Background: an optimization exercise with open tools, aiming at small area and a short achievable clock period. Do not read the settings as production practice. RTL that was checked went through simulation tests only; none was proved equivalent to the original.

== rev 12 ==
==> flow/design.v <==
module TMDS_Encoder #(
    parameter SYNC = 0               
) (
    input  wire       PixelClk,
    output reg  [9:0] pDataOutRaw,
    input  wire [7:0] pDataOut,
    input  wire       pC0,
    input  wire       pC1,
    input  wire       pVde,          
    input  wire       pVde_1,        
    input  wire       pVde_2         
);
wire [7:0] d = pDataOut;
wire a1 = d[1] | d[2] | d[3];
wire a2 = (d[1] & d[2]) | (d[1] & d[3]) | (d[2] & d[3]);
wire a3 = d[1] & d[2] & d[3];
wire b1 = d[4] | d[5] | d[6] | d[7];
wire b2 = ((d[4] | d[5]) & (d[6] | d[7])) | (d[4] & d[5]) | (d[6] & d[7]);
wire b3 = ((d[4] & d[5]) & (d[6] | d[7])) | ((d[6] & d[7]) & (d[4] | d[5]));
wire b4 = d[4] & d[5] & d[6] & d[7];
wire sel = b4 | (a1 & b3) | (a2 & b2) | (a3 & b1);
wire x12 = d[1] ^ d[2];
wire x34 = d[3] ^ d[4];
wire x56 = d[5] ^ d[6];
wire p2  = d[0] ^ x12;
wire p4  = p2 ^ x34;
wire p6  = p2 ^ (x34 ^ x56);
reg [3:0] pe_1;      
reg [3:0] nz_1;      
reg       sel_1;
wire [3:0] nz = ~({d[7], d[5], d[3], d[1]} ^ {4{sel}});
always @(posedge PixelClk) begin
    sel_1     <= sel;
    pe_1[3:1] <= {p6, p4, p2};
    nz_1[3:1] <= nz[3:1];
    if (SYNC && !pVde) {nz_1[0], pe_1[0]} <= {pC1, pC0};
    else               {nz_1[0], pe_1[0]} <= {nz[0], d[0]};
end
wire [3:0] nz2 = nz_1;
wire [3:0] neg = nz2 & pe_1;
wire       m0  = ^nz2;
wire       m1  = (nz2[0] & nz2[1]) ^ (nz2[2] & nz2[3]) ^ ((nz2[0] ^ nz2[1]) & (nz2[2] ^ nz2[3]));
wire       m2  = &nz2;
wire [2:0] n   = neg[0] + neg[1] + neg[2] + neg[3];
wire [2:0] xh  = {1'b0, m2, m1} - n;
wire [3:0] X   = {xh, m0};
wire [7:0] q1;
genvar gk;
generate
    for (gk = 0; gk < 4; gk = gk + 1) begin : qm
        assign q1[2*gk]   = pe_1[gk];
        assign q1[2*gk+1] = ~(pe_1[gk] ^ nz_1[gk]);
    end
endgenerate
reg [7:0] q_2;
reg       sel_2;
reg [3:0] X_2;
always @(posedge PixelClk) begin
    sel_2   <= sel_1;
    X_2     <= X;
    q_2[0]  <= q1[0];
    q_2[7:2] <= q1[7:2];
    if (SYNC && !pVde_1) q_2[1] <= nz_1[0];    
    else                 q_2[1] <= q1[1];
end
reg  [3:0] c_3;
wire       q8  = ~sel_2;
wire       z   = (c_3 == 4'd0) || (X_2 == 4'd0);
wire       inv = z ? sel_2 : (c_3[3] ^ X_2[3]);
wire [3:0] s1  = c_3 + X_2 + {3'b000, q8};
wire [3:0] s0  = c_3 + ~X_2 + {3'b000, q8};
wire [9:0] tok  = {~(q_2[1] ^ q_2[0]), ~q_2[0], {8'b01010100 ^ {8{q_2[0]}}}};
wire [9:0] tok0 = 10'b1101010100;
always @(posedge PixelClk) begin
    c_3 <= pVde_2 ? (inv ? s1 : s0) : 4'd0;
    if (pVde_2)
        pDataOutRaw <= {inv, q8, q_2 ^ {8{inv}}};
    else
        pDataOutRaw <= SYNC ? tok : tok0;
end
endmodule
module rgb2dvi (
    input  wire        PixelClk,
    input  wire [23:0] vid_pData,
    input  wire        vid_pVDE,
    input  wire        vid_pHSync,
    input  wire        vid_pVSync,
    output wire [9:0]  pDataOutRaw0,    
    output wire [9:0]  pDataOutRaw1,    
    output wire [9:0]  pDataOutRaw2     
);
reg pVde_1, pVde_2;
always @(posedge PixelClk) begin
    pVde_1 <= vid_pVDE;
    pVde_2 <= pVde_1;
end
TMDS_Encoder #(.SYNC(1)) DataEncoder0 (
    .PixelClk(PixelClk), .pDataOutRaw(pDataOutRaw0),
    .pDataOut(vid_pData[15:8]), .pC0(vid_pHSync), .pC1(vid_pVSync),
    .pVde(vid_pVDE), .pVde_1(pVde_1), .pVde_2(pVde_2));
TMDS_Encoder #(.SYNC(0)) DataEncoder1 (
    .PixelClk(PixelClk), .pDataOutRaw(pDataOutRaw1),
    .pDataOut(vid_pData[7:0]), .pC0(1'b0), .pC1(1'b0),
    .pVde(vid_pVDE), .pVde_1(pVde_1), .pVde_2(pVde_2));
TMDS_Encoder #(.SYNC(0)) DataEncoder2 (
    .PixelClk(PixelClk), .pDataOutRaw(pDataOutRaw2),
    .pDataOut(vid_pData[23:16]), .pC0(1'b0), .pC1(1'b0),
    .pVde(vid_pVDE), .pVde_1(pVde_1), .pVde_2(pVde_2));
endmodule
clock: 4.0 ns
lec_check: 0
cap_margin: 20
core_margin: 2
core_utilization: 60
slew_margin: 20
standard.sh (not shown) runs the stock make flow with config.mk's settings and CLKGATE_MAP_FILE= SYNTH_SCRIPT=/design/flow/synth_recipe.tcl, a recipe that flattens the netlist after the stock synthesis.
==> flow/flow/run.sh <==
#!/bin/bash
# Standard layout (the standard.sh) with these ORFS settings on top:
#  ADDER_MAP_FILE= : no adder cells in synthesis, ABC maps the adders as plain gates
#  ABC_AREA=1 with a copy of ORFS's scripts whose abc_area.script is flow/abc.script
#  BUFFER_PORTS_ARGS : the smallest buffer on each port
set -e
SD=$PWD/scripts_abc
rm -rf "$SD"
cp -r "$FLOW_HOME/scripts" "$SD"
cp flow/abc.script "$SD/abc_area.script"
bash standard.sh SCRIPTS_DIR="$SD" ADDER_MAP_FILE= ABC_AREA=1 "BUFFER_PORTS_ARGS=-buffer_cell sky130_fd_sc_hd__buf_1" "CTS_ARGS=-sink_clustering_enable -repair_clock_nets -dont_use_dummy_load -sink_clustering_size 28" > standard.log 2>&1
==> flow/flow/abc.script <==
strash
dc2
&get -n
&dch -f
&nf
&put
buffer -c
topo
stime -c
upsize -c
dnsize -c
The following lists how rev 13 was set up differently from rev 12:
-- flow/design.v --
<<< rev 12, line 65
end
reg  [3:0] c_3;
wire       q8  = ~sel_2;
wire       z   = (c_3 == 4'd0) || (X_2 == 4'd0);
wire       inv = z ? sel_2 : (c_3[3] ^ X_2[3]);
wire [3:0] s1  = c_3 + X_2 + {3'b000, q8};
wire [3:0] s0  = c_3 + ~X_2 + {3'b000, q8};
wire [9:0] tok  = {~(q_2[1] ^ q_2[0]), ~q_2[0], {8'b01010100 ^ {8{q_2[0]}}}};
wire [9:0] tok0 = 10'b1101010100;
always @(posedge PixelClk) begin
    c_3 <= pVde_2 ? (inv ? s1 : s0) : 4'd0;
    if (pVde_2)
        pDataOutRaw <= {inv, q8, q_2 ^ {8{inv}}};
>>> rev 13, line 65
end
reg  [3:0] c_3;
wire       q8   = ~sel_2;
wire       cz   = (c_3 == 4'd0);
wire       xz   = (X_2 == 4'd0);
wire       invb = xz ? sel_2 : (c_3[3] ^ X_2[3]);
wire       inv  = cz ? sel_2 : invb;
wire [3:0] s1   = c_3 + X_2 + {3'b000, q8};
wire [3:0] s0   = c_3 + ~X_2 + {3'b000, q8};
wire [3:0] cnb  = invb ? s1 : s0;
wire [3:0] cnz  = sel_2 ? X_2 : (4'd0 - X_2);
wire [3:0] c_n  = cz ? cnz : cnb;
wire [9:0] tok  = {~(q_2[1] ^ q_2[0]), ~q_2[0], {8'b01010100 ^ {8{q_2[0]}}}};
wire [9:0] tok0 = 10'b1101010100;
always @(posedge PixelClk) begin
    c_3 <= pVde_2 ? c_n : 4'd0;
    if (pVde_2)
        pDataOutRaw <= {inv, q8, q_2 ^ {8{inv}}};
### Flow results
Average via count per standard cell: rev 12 vs rev 13 — no meaningful difference
Comparing rev 12 and rev 13, the higher largest fanout of any net on the critical path was measured on rev 13.
met3 routing resource usage after global routing ended up 2.0 points lower on rev 13 than on rev 12.
Average cell area after synthesis went down by a few percent going from rev 12 to rev 13.
Rev 13 | stages: all done | timing, DRC, antenna: all pass
Of the two candidates, rev 12 has the better wire length of the first global-routing pass and rev 13 the worse one.
Rev 12 has a lower instance area after placement than rev 13.
Only the layout flow was run in rev 13; the RTL was not checked for function there.

-- static timing again, ports no longer ideal --
How much do the figures lean on ideal ports? The routed layouts below were timed once more, with nothing changed but the port constraints. Step 1 assumes that a clkbuf_16 drives the clock port and a buf_2 every other input. Step 2 also shifts input and output timing later by t, the mid clock arrival at the registers, as if the neighbouring blocks saw the same clock. Slacks: ideal ports / drivers / drivers and shift; pairs: ideal ports / drivers.
| run | t (ns) | setup slack, ns | worst setup path after step 2 | worst data-port slew with drivers (ns) | pins driven straight from the clock port |
|---|---|---|---|---|---|
| rev 12 | 0.384 | 2.074 / 2.074 / 1.785 | input to register | 0.03 | 1 |
| rev 13 | 0.380 | 1.880 / 1.880 / 1.809 | input to register | 0.04 | 1 |
After both steps every run listed still meets setup and hold. The setup slack of rev 12, which loses most, moves by 0.000 ns with the drivers and by -0.289 ns with both steps.
